This design comes from an exercise in tuning for small area on the open sky130 flow, not from production work. RTL that was checked went through simulation tests only; none was proved equivalent to the original.

==> run A: inputs <==
==> flow/design.v <==
module cbc_dig(clk,rst_n,RX_A,RX_C,TX_C,CH_A,CH_B,dst,eep_rd_data,eep_addr,eep_cs_n,eep_r_w_n,chrg_pmp_en);
input clk,rst_n;
input RX_A;
input RX_C;
output TX_C;
output CH_A;
output CH_B;
output [13:0] dst;
input [13:0] eep_rd_data;
output [1:0] eep_addr;
output eep_cs_n;
output eep_r_w_n;
output chrg_pmp_en;
wire rdyA, rdyC;
wire [7:0] rxA, rxC;
cbc_rx iRXA(.clk(clk), .rst_n(rst_n), .RX(RX_A), .rdy(rdyA), .rx_data(rxA));
cbc_rx iRXC(.clk(clk), .rst_n(rst_n), .RX(RX_C), .rdy(rdyC), .rx_data(rxC));
reg tlow;             
reg [5:0] high_byte;
reg vld1, vld2;       
always @(posedge clk, negedge rst_n)
  if (!rst_n) tlow <= 1'b0;
  else tlow <= tlow ^ rdyA;
always @(posedge clk)
  if (rdyA & ~tlow) high_byte <= rxA[5:0];
always @(posedge clk, negedge rst_n)
  if (!rst_n) vld1 <= 1'b0;
  else vld1 <= rdyA & tlow;
always @(posedge clk)
  vld2 <= vld1;
wire [13:0] Xmeas = {high_byte, rxA};
localparam C_IDLE  = 3'd0;
localparam C_SENDH = 3'd1;
localparam C_SENDM = 3'd2;
localparam C_RSPHB = 3'd3;    
localparam C_RSPHI = 3'd4;    
localparam C_RSPLB = 3'd5;    
localparam C_RSPLI = 3'd6;    
localparam C_DONE  = 3'd7;
reg [2:0] cst;
reg frm_rdy;
reg cok;             
reg [3:0] ch;        
reg [5:0] cmid;      
wire snd_rsp, clr_rdy;
wire [13:0] Xset;
wire txbusy = (cst == C_RSPHB) | (cst == C_RSPLB);
reg [9:0] tbaud;
reg [3:0] tbit;
reg [8:0] tsr;
wire tbaud_full = ~tbaud[0] & tbaud[2] & ~tbaud[3] & ~tbaud[4] & tbaud[5] & tbaud[6] &
                  ~tbaud[7] & tbaud[8] & ~tbaud[9];
wire tshft = txbusy & tbaud_full;
wire tx_end = txbusy & ~tbit[2] & tbit[1] & ~tbit[0];     
wire trmt_h = (cst == C_SENDM) & snd_rsp;
wire trmt_l = (cst == C_RSPHI);
always @(posedge clk, negedge rst_n)
  if (!rst_n) cst <= C_IDLE;
  else case (cst)
    C_IDLE:  if (rdyC) cst <= C_SENDH;
    C_SENDH: if (rdyC) cst <= C_SENDM;
    C_SENDM: if (snd_rsp) cst <= C_RSPHB;
    C_RSPHB: if (tx_end) cst <= C_RSPHI;
    C_RSPHI: cst <= C_RSPLB;
    C_RSPLB: if (tx_end) cst <= C_RSPLI;
    C_RSPLI: cst <= C_DONE;
    default: cst <= C_IDLE;
  endcase
always @(posedge clk)
  if ((cst == C_SENDM) & rdyC) frm_rdy <= 1'b1;
  else if ((cst == C_IDLE) | ((cst == C_SENDM) & clr_rdy) |
           (((cst == C_RSPHB) | (cst == C_RSPHI)) & clr_rdy)) frm_rdy <= 1'b0;
always @(posedge clk)
  if ((cst == C_IDLE) & rdyC) begin
    ch <= rxC[3:0];
    cok <= ~|rxC[7:4];
  end else if ((cst == C_SENDH) & rdyC) begin
    cmid <= rxC[5:0];
    cok <= cok & ~|rxC[7:6];
  end
wire c_newx  = cok & (ch == 4'b1100);
wire c_start = cok & (ch == 4'b0011);
wire c_wrt   = cok & (ch[3:2] == 2'b10);
wire c_read  = cok & (ch[3:2] == 2'b01);
wire [13:0] cfg = {cmid, rxC};
reg tfirst;
always @(posedge clk, negedge rst_n)
  if (!rst_n) tfirst <= 1'b1;
  else if (tx_end) tfirst <= 1'b0;
always @(posedge clk)
  if (txbusy) tbaud <= tbaud_full ? 10'd0 : {tbaud[8:0], ~(tbaud[9] ^ tbaud[6])};
  else tbaud <= {9'd0, ~tfirst};
always @(posedge clk)
  if (!txbusy) tbit <= 4'd0;
  else if (tshft) tbit <= {tbit[2:0], ~(tbit[3] ^ tbit[2])};
always @(posedge clk, negedge rst_n)
  if (!rst_n) tsr[0] <= 1'b1;
  else if (trmt_h) tsr[0] <= 1'b0;
  else if (trmt_l) tsr[0] <= 1'b0;
  else if (tshft) tsr[0] <= tsr[1];
always @(posedge clk)
  if (trmt_h) tsr[8:1] <= {2'b00, res[13:8]};
  else if (trmt_l) tsr[8:1] <= Xset[7:0];
  else if (tshft) tsr[8:1] <= {1'b1, tsr[8:2]};
assign TX_C = tsr[0];
assign dst = cfg;
localparam LD_Xset   = 4'b0000;
localparam Pmult     = 4'b0001;
localparam Imult     = 4'b0010;
localparam Dmult     = 4'b0011;
localparam Wait_vld  = 4'b0100;
localparam Calc_err  = 4'b0101;
localparam SumErrS   = 4'b0110;
localparam Iadd      = 4'b0111;
localparam DmultPrep = 4'b1000;
localparam Dadd      = 4'b1001;
localparam PrevErr   = 4'b1010;
localparam XSET      = 4'b1011;
localparam Clear_PWM = 4'b1100;
localparam CMDINTR   = 4'b1101;
localparam Write_EEP = 4'b1110;
localparam CMDloop   = 4'b1111;
reg [3:0] st;
reg in_CMS;
reg [3:0] cnt;
wire fin = cnt[3] & ~cnt[2] & ~cnt[1] & ~cnt[0];
wire cnt0 = ~|cnt;
wire mult = (st[3:2] == 2'b00) & (st[1:0] != 2'b00);
wire step = mult & ~fin;
reg [12:0] pcnt;     
wire [12:0] pcy;     
assign pcy[0] = 1'b1;
genvar gp;
generate for (gp = 0; gp < 12; gp = gp + 1) begin : g_pinc
  assign pcy[gp+1] = pcy[gp] & pcnt[gp];
end endgenerate
reg [13:0] Duty;
wire pz = ~|pcnt;
wire eep_done = Duty[7] & Duty[5] & Duty[3] & Duty[1] & Duty[0] &
                pcnt[12] & pcnt[11] & pcnt[10] & pcnt[7] & pcnt[6];
wire s_ld   = (st == LD_Xset);
wire s_calc = (st == Calc_err);
wire s_sum  = (st == SumErrS);
wire s_iadd = (st == Iadd);
wire s_dprep= (st == DmultPrep);
wire s_dadd = (st == Dadd);
wire s_xset = (st == XSET);
wire s_clr  = (st == Clear_PWM);
wire s_cmd  = (st == CMDINTR);
wire s_wre  = (st == Write_EEP);
wire cmd_wrt  = s_cmd & in_CMS & c_wrt;
wire cmd_read = s_cmd & in_CMS & c_read;
assign snd_rsp = s_xset | (s_cmd & ~cmd_wrt) | (s_wre & eep_done);
assign clr_rdy = s_xset | s_cmd;
wire wrt_duty = s_dadd | s_clr;
assign eep_cs_n = ~((st[3:2] == 2'b00) | cmd_wrt | cmd_read);
assign eep_r_w_n = ~(st[3] & ch[3]);
assign eep_addr = st[3] ? ch[1:0] : st[1:0];
assign chrg_pmp_en = s_wre | cmd_read;
always @(posedge clk, negedge rst_n)
  if (!rst_n) st <= LD_Xset;
  else case (st)
    LD_Xset:   st <= Wait_vld;
    Wait_vld:  if (vld2) st <= Calc_err;
    Calc_err:  st <= Pmult;
    Pmult:     if (fin) st <= SumErrS;
    SumErrS:   st <= Imult;
    Imult:     if (fin) st <= Iadd;
    Iadd:      st <= DmultPrep;
    DmultPrep: st <= Dmult;
    Dmult:     if (fin) st <= Dadd;
    Dadd:      st <= PrevErr;
    PrevErr:   if (frm_rdy) st <= c_newx ? XSET : Clear_PWM;
               else st <= Wait_vld;
    XSET:      st <= Wait_vld;
    Clear_PWM: st <= CMDINTR;
    CMDINTR:   st <= cmd_wrt ? Write_EEP : CMDloop;
    Write_EEP: if (eep_done) st <= CMDloop;
    CMDloop:   if (frm_rdy) st <= CMDINTR;
  endcase
always @(posedge clk, negedge rst_n)
  if (!rst_n) in_CMS <= 1'b0;
  else if (s_cmd & c_start) in_CMS <= 1'b1;
always @(posedge clk)
  if (!mult) cnt <= 4'd0;
  else cnt <= {cnt[2:0], ~(cnt[3] ^ cnt[2])};
reg [13:0] Xset_r, SumErr, PreErr, R, A;
reg [2:0] E;
assign Xset = Xset_r;
wire q0 = R[0];
wire qm1 = R[13] & ~cnt0;
wire bnz = q0 ^ qm1;
wire bsub = q0 & ~qm1;
wire s17_pos = ~A[13] & (A[12:10] != 3'b000);
wire s17_neg = A[13] & (A[12:10] != 3'b111);
wire [13:0] s17 = s17_pos ? 14'h1FFF : s17_neg ? 14'h2000 : {A[10:0], E};
wire stp0  = step & cnt0;
wire a_A   = step & ~cnt0;
wire a_s17 = mult & fin;
wire a_xm  = s_calc | s_iadd;
wire a_R   = s_sum | s_dprep;
wire a_cfg = s_xset;
wire b_eep = (step & bnz) | s_ld | cmd_read;
wire b_xs  = s_calc | s_iadd;
wire b_se  = s_sum;
wire b_pe  = s_dprep;
wire b_du  = (mult & fin & st[1]) | s_dadd | (s_wre & ~eep_done);
wire b_k   = (s_cmd & ~cmd_read & ~cmd_wrt) | (s_wre & eep_done);
wire sub   = (step & bsub) | s_calc | s_iadd | s_dprep | (s_dadd & Duty[13]) |
             (s_cmd & ~cmd_read & ~cmd_wrt & ~c_start);
wire [13:0] opa = ({14{a_A}} & A) | ({14{a_s17}} & s17) | ({14{a_xm}} & Xmeas) |
                  ({14{a_R}} & R) | ({14{a_cfg}} & cfg);
wire [13:0] opb = ({14{b_eep}} & eep_rd_data) | ({14{b_xs}} & Xset_r) |
                  ({14{b_se}} & SumErr) | ({14{b_pe}} & PreErr) |
                  ({14{b_du}} & Duty) | ({14{b_k}} & 14'h0A5A);
wire cin = sub | (s_wre & pz);
wire [13:0] opb_x = opb ^ {14{sub}};
wire [9:0] cy;
assign cy[0] = cin;
genvar gi;
generate for (gi = 0; gi < 9; gi = gi + 1) begin : g_add
  assign cy[gi+1] = (opa[gi] & opb_x[gi]) | (cy[gi] & (opa[gi] ^ opb_x[gi]));
end endgenerate
wire [14:9] c0, c1;
assign c0[9] = 1'b0;
assign c1[9] = 1'b1;
generate for (gi = 9; gi < 14; gi = gi + 1) begin : g_sel
  assign c0[gi+1] = (opa[gi] & opb_x[gi]) | (c0[gi] & (opa[gi] ^ opb_x[gi]));
  assign c1[gi+1] = (opa[gi] & opb_x[gi]) | (c1[gi] & (opa[gi] ^ opb_x[gi]));
end endgenerate
wire [13:0] sum = opa ^ opb_x ^ {(cy[9] ? c1[13:9] : c0[13:9]), cy[8:0]};
wire ovf = cy[9] ? (c1[14] ^ c1[13]) : (c0[14] ^ c0[13]);
wire [13:0] res = ovf ? {opa[13], {13{~opa[13]}}} : sum;
always @(posedge clk) begin
  A <= {res[13], res[13:1]};
  E <= {res[0], E[2:1]};
end
always @(posedge clk)
  if (s_calc | s_sum | s_iadd | s_dprep) R <= res;
  else if (step) R <= {R[0], R[13:1]};
always @(posedge clk)
  if (s_ld) SumErr <= 14'd0;
  else if (s_sum) SumErr <= res;
always @(posedge clk)
  if (s_ld) PreErr <= 14'd0;
  else if (s_dprep) PreErr <= R;
always @(posedge clk)
  if (s_ld | snd_rsp) Xset_r <= res;
always @(posedge clk)
  if ((mult & fin) | s_wre | cmd_wrt) Duty <= res;
reg [12:0] magnitude;
reg sign, pon;
reg mv;
always @(posedge clk, negedge rst_n)
  if (!rst_n) mv <= 1'b0;
  else if (wrt_duty) mv <= 1'b1;
always @(posedge clk)
  if (wrt_duty) magnitude <= sum[12:0];
always @(posedge clk)
  if (wrt_duty) sign <= Duty[13];
always @(posedge clk)
  if (wrt_duty | s_cmd) pcnt <= 13'd0;
  else pcnt <= pcnt ^ pcy[12:0];
always @(posedge clk, negedge rst_n)
  if (!rst_n) pon <= 1'b0;
  else if (wrt_duty | (magnitude == pcnt)) pon <= 1'b0;
  else if (pz & (magnitude != 13'd0) & mv) pon <= 1'b1;
assign CH_A = pon & ~sign;
assign CH_B = pon & sign;
endmodule
module cbc_rx(clk, rst_n, RX, rdy, rx_data);
input clk, rst_n, RX;
output rdy;
output reg [7:0] rx_data;
reg A, d, B, busy;
reg [9:0] baud;
reg [3:0] bitc;
wire shift = ~baud[0] & ~baud[1] & baud[3] & ~baud[4] & ~baud[5] & baud[6] &
             baud[7] & ~baud[8] & baud[9];    
wire bit8 = bitc[2] & ~bitc[1] & ~bitc[0];     
always @(posedge clk, negedge rst_n)
  if (!rst_n) begin A <= 1'b0; d <= 1'b0; B <= 1'b0; end
  else begin A <= RX; d <= A; B <= d; end
reg first;
always @(posedge clk, negedge rst_n)
  if (!rst_n) first <= 1'b1;
  else if (rdy) first <= 1'b0;
always @(posedge clk)
  if (busy) baud <= shift ? 10'd0 : {baud[8:0], ~(baud[9] ^ baud[6])};
  else baud <= {9'd0, ~first};
always @(posedge clk, negedge rst_n)
  if (!rst_n) busy <= 1'b0;
  else if (busy) busy <= ~bit8;
  else busy <= ~d & B;
always @(posedge clk)
  if (!busy) bitc <= 4'd0;
  else if (shift) bitc <= {bitc[2:0], ~(bitc[3] ^ bitc[2])};
always @(posedge clk)
  if (shift) rx_data <= {d, rx_data[7:1]};
assign rdy = busy & bit8;
endmodule
==> flow/flow/run.sh <==
#!/bin/bash
# Layout flow: the standard flow (standard.sh, synthesis unchanged) with
# the synthesis buffers removed before placement, single-drive port buffers
# and a clock tree without dummy loads.
export REMOVE_ABC_BUFFERS=1
export BUFFER_PORTS_ARGS="-buffer_cell sky130_fd_sc_hd__buf_1"
export CTS_ARGS="-sink_clustering_enable -repair_clock_nets -dont_use_dummy_load -buf_list sky130_fd_sc_hd__clkbuf_8 -sink_clustering_size 16 -sink_clustering_max_diameter 100"
bash standard.sh > standard.log 2>&1
status=$?
tail -40 standard.log
exit $status
==> flow/standard.sh <==
#!/bin/bash
# synth_recipe.tcl (not shown) runs the flow's synth.tcl, then flattens the netlist and writes it again
# the make line also repeats each setting of config.mk as NAME=value (left out here)
make -C /OpenROAD-flow-scripts/flow DESIGN_CONFIG=/design/flow/config.mk WORK_HOME=/design/flow/orfs CLKGATE_MAP_FILE= SYNTH_SCRIPT=/design/flow/synth_recipe.tcl "${@:-finish}"
==> flow/config.mk <==
export PLATFORM = sky130hd
export DESIGN_NAME = cbc_dig
export DESIGN_NICKNAME = cbc_dig
export VERILOG_FILES = /design/flow/design.v
export SDC_FILE = /design/flow/constraint.sdc
export NUM_CORES = 4
export LEC_CHECK = 0
export CAP_MARGIN = 0
export CORE_MARGIN = 2
export CORE_UTILIZATION = 65
export GPL_TIMING_DRIVEN = 0
export SLEW_MARGIN = 0
==> flow/constraint.sdc <==
create_clock -name core_clock -period 10.0 [get_ports {clk}]
set_input_delay 2.0000 -clock core_clock [delete_from_list [all_inputs] [get_ports {clk}]]
set_output_delay 2.0000 -clock core_clock [all_outputs]
set_load 0.01 [all_outputs]
==> inputs of run Y, as changes to run A <==
--- a/flow/design.v
+++ b/flow/design.v
@@ -48,4 +48,3 @@
 reg [9:0] tbaud;
-reg [3:0] tbit;
-reg [8:0] tsr;
+reg [10:0] tsr;
 wire tbaud_full = ~tbaud[0] & tbaud[2] & ~tbaud[3] & ~tbaud[4] & tbaud[5] & tbaud[6] &
@@ -53,3 +52,3 @@
 wire tshft = txbusy & tbaud_full;
-wire tx_end = txbusy & ~tbit[2] & tbit[1] & ~tbit[0];     
+wire tx_end = txbusy & ~|tsr[10:1];     
 wire trmt_h = (cst == C_SENDM) & snd_rsp;
@@ -93,14 +92,6 @@
 always @(posedge clk)
-  if (!txbusy) tbit <= 4'd0;
-  else if (tshft) tbit <= {tbit[2:0], ~(tbit[3] ^ tbit[2])};
-always @(posedge clk, negedge rst_n)
-  if (!rst_n) tsr[0] <= 1'b1;
-  else if (trmt_h) tsr[0] <= 1'b0;
-  else if (trmt_l) tsr[0] <= 1'b0;
-  else if (tshft) tsr[0] <= tsr[1];
-always @(posedge clk)
-  if (trmt_h) tsr[8:1] <= {2'b00, res[13:8]};
-  else if (trmt_l) tsr[8:1] <= Xset[7:0];
-  else if (tshft) tsr[8:1] <= {1'b1, tsr[8:2]};
-assign TX_C = tsr[0];
+  if (trmt_h) tsr <= {2'b11, 2'b00, res[13:8], 1'b0};
+  else if (trmt_l) tsr <= {2'b11, Xset[7:0], 1'b0};
+  else if (tshft) tsr <= {1'b0, tsr[10:1]};
+assign TX_C = tsr[0] | ~txbusy;
 assign dst = cfg;
@@ -186,3 +177,4 @@
   else cnt <= {cnt[2:0], ~(cnt[3] ^ cnt[2])};
-reg [13:0] Xset_r, SumErr, PreErr, R, A;
+reg [13:0] Xset_r, SumErr, PreErr, A;
+reg [14:0] R;
 reg [2:0] E;
@@ -190,3 +182,3 @@
 wire q0 = R[0];
-wire qm1 = R[13] & ~cnt0;
+wire qm1 = R[14];
 wire bnz = q0 ^ qm1;
@@ -211,3 +203,3 @@
 wire [13:0] opa = ({14{a_A}} & A) | ({14{a_s17}} & s17) | ({14{a_xm}} & Xmeas) |
-                  ({14{a_R}} & R) | ({14{a_cfg}} & cfg);
+                  ({14{a_R}} & R[13:0]) | ({14{a_cfg}} & cfg);
 wire [13:0] opb = ({14{b_eep}} & eep_rd_data) | ({14{b_xs}} & Xset_r) |
@@ -238,4 +230,4 @@
 always @(posedge clk)
-  if (s_calc | s_sum | s_iadd | s_dprep) R <= res;
-  else if (step) R <= {R[0], R[13:1]};
+  if (s_calc | s_sum | s_iadd | s_dprep) R <= {1'b0, res};
+  else R <= {R[0], R[14:1]};
 always @(posedge clk)
@@ -245,3 +237,3 @@
   if (s_ld) PreErr <= 14'd0;
-  else if (s_dprep) PreErr <= R;
+  else if (s_dprep) PreErr <= R[13:0];
 always @(posedge clk)
--- a/flow/flow/run.sh
+++ b/flow/flow/run.sh
@@ -6,3 +6,3 @@
 export BUFFER_PORTS_ARGS="-buffer_cell sky130_fd_sc_hd__buf_1"
-export CTS_ARGS="-sink_clustering_enable -repair_clock_nets -dont_use_dummy_load -buf_list sky130_fd_sc_hd__clkbuf_8 -sink_clustering_size 16 -sink_clustering_max_diameter 100"
+export CTS_ARGS="-sink_clustering_enable -repair_clock_nets -dont_use_dummy_load -buf_list sky130_fd_sc_hd__clkbuf_4 -sink_clustering_size 9 -sink_clustering_max_diameter 55"
 bash standard.sh > standard.log 2>&1
==> inputs of run D, as changes to run A <==
--- a/flow/design.v
+++ b/flow/design.v
@@ -217,17 +217,10 @@
 wire [13:0] opb_x = opb ^ {14{sub}};
-wire [9:0] cy;
+wire [14:0] cy;
 assign cy[0] = cin;
 genvar gi;
-generate for (gi = 0; gi < 9; gi = gi + 1) begin : g_add
+generate for (gi = 0; gi < 14; gi = gi + 1) begin : g_add
   assign cy[gi+1] = (opa[gi] & opb_x[gi]) | (cy[gi] & (opa[gi] ^ opb_x[gi]));
 end endgenerate
-wire [14:9] c0, c1;
-assign c0[9] = 1'b0;
-assign c1[9] = 1'b1;
-generate for (gi = 9; gi < 14; gi = gi + 1) begin : g_sel
-  assign c0[gi+1] = (opa[gi] & opb_x[gi]) | (c0[gi] & (opa[gi] ^ opb_x[gi]));
-  assign c1[gi+1] = (opa[gi] & opb_x[gi]) | (c1[gi] & (opa[gi] ^ opb_x[gi]));
-end endgenerate
-wire [13:0] sum = opa ^ opb_x ^ {(cy[9] ? c1[13:9] : c0[13:9]), cy[8:0]};
-wire ovf = cy[9] ? (c1[14] ^ c1[13]) : (c0[14] ^ c0[13]);
+wire [13:0] sum = opa ^ opb_x ^ cy[13:0];
+wire ovf = cy[14] ^ cy[13];
 wire [13:0] res = ovf ? {opa[13], {13{~opa[13]}}} : sum;
==> flow/flow/run.sh (replaced) <==
#!/bin/bash
# Layout flow: the standard flow (standard.sh, synthesis unchanged) with
# single-drive port buffers and a clock tree without dummy loads.
export BUFFER_PORTS_ARGS="-buffer_cell sky130_fd_sc_hd__buf_1"
export CTS_ARGS="-sink_clustering_enable -repair_clock_nets -dont_use_dummy_load -buf_list sky130_fd_sc_hd__clkbuf_4 -sink_clustering_size 10 -sink_clustering_max_diameter 60"
bash standard.sh > standard.log 2>&1
status=$?
tail -40 standard.log
exit $status
--- a/flow/config.mk
+++ b/flow/config.mk
@@ -9,4 +9,3 @@
 export CORE_MARGIN = 2
-export CORE_UTILIZATION = 65
-export GPL_TIMING_DRIVEN = 0
+export CORE_UTILIZATION = 40
 export SLEW_MARGIN = 0
==> results.py <==
metrics = {
    "critical_path": {
        "cp.depth": 20,
        "cp_slowest_stage_delay_ns": 1.09,
    },
    "cells_and_area": {
        "multi_input_area_um2": 4050,
        "final_core_utilization_pct": 69.4,
        "nFillCells": 1161,
    },
    "logic_synthesis": {
        "syn_area_per_cell_um2": 11.0,
        "synthXorXnorAreaFrac_pct": 3.61,
        "seq_area_frac_synth_pct": 56.3,
    },
    "global_route": {
        "grt_usage_pct": 30.0,
    },
    "place": {
        "placed_cell_area_um2": 10200,
    },
    "run_status": {
        "status": "timing/DRC/antenna clean",
    },
    "power_and_ir_drop": {
        "power_frac_clock_pct": 28.4,
    },
    "sta": {
        "clock.fmax_mhz": 106,
    },
    "clock_network": {
        "clock_latency_ns": 0.52,
    },
    "route": {
        "wire_per_inst_um": 21.8,
    },
}
Source of the figures above: run A

==> results.py <==
metrics = {
    "route": {
        "drc": 0,
        "wire_per_inst_um": 19.8,
    },
    "place": {
        "placed_cell_area_um2": 10500,
        "dp_slack_ns": 0.0385,
    },
    "global_route": {
        "grt_usage_pct": 19.3,
    },
    "sta": {
        "clock.fmax_mhz": 106,
        "slew_viol_final": 0,
    },
    "power_and_ir_drop": {
        "power_frac_clock_pct": 26.9,
    },
    "critical_path": {
        "cp_slowest_stage_delay_ns": 0.54,
        "reg2reg_from": "st[2]",
        "cp.depth": 26,
    },
    "run_status": {
        "status": "timing/DRC/antenna clean",
    },
    "cells_and_area": {
        "nFillCells": 2274,
        "final_core_utilization_pct": 43.9,
        "multi_input_area_um2": 3910,
    },
    "clock_network": {
        "clock_latency_ns": 0.71,
    },
    "logic_synthesis": {
        "synth-compound-area-share_pct": 13.3,
        "syn_area_per_cell_um2": 11.2,
        "synthXorXnorAreaFrac_pct": 3.45,
        "seq_area_frac_synth_pct": 56.6,
    },
    "job": {
        "drv_cap": 0,
    },
}
Source of the figures above: run D

==> results.py <==
metrics = {
    "route": {
        "wire_per_inst_um": 21.8,
    },
    "cells_and_area": {
        "multi_input_area_um2": 4030,
    },
    "power_and_ir_drop": {
        "power_frac_clock_pct": 25.6,
    },
    "logic_synthesis": {
        "syn_area_per_cell_um2": 10.6,
        "seq_area_frac_synth_pct": 55.6,
    },
    "critical_path": {
        "cp_slowest_stage_delay_ns": 0.80,
    },
    "sta": {
        "clock.fmax_mhz": 106,
    },
    "run_status": {
        "status": "timing/DRC/antenna clean",
    },
    "place": {
        "placed_cell_area_um2": 10000,
    },
    "clock_network": {
        "clock_latency_ns": 0.70,
    },
}
Source of the figures above: run Y

For run A, only the layout was checked, not whether the RTL still works.

## what the ideal ports hide
No port has a modelled driver above. Below, the same layouts with a new extraction and two added sets of constraints.
Step 1, drivers: a clkbuf_16 drives clk and a buf_2 each remaining input, both assumed.
Step 2 times the ports against the registers' clock, not the clock port: input delays grow and output delays shrink by t, the midpoint of the rising clock arrivals with the driver on.
a / b / c = ideal / step 1 / step 2; a / b = the first two.
run | t, ns | setup slack, ns | worst hold slack (ns) | clock arrival spread, ns
run A | 0.529 | 0.533 / 0.533 / 0.533 | 0.349 / 0.349 / 0.349 | 0.064 / 0.064
run Y | 0.707 | 0.578 / 0.578 / 0.578 | 0.342 / 0.342 / 0.342 | 0.068 / 0.068
run D | 0.683 | 0.583 / 0.583 / 0.037 | 0.354 / 0.354 / 0.354 | 0.137 / 0.137
After both steps every run listed still meets setup and hold. The setup slack of run D, which loses most, moves by 0.000 ns with the drivers and by -0.546 ns with both steps.
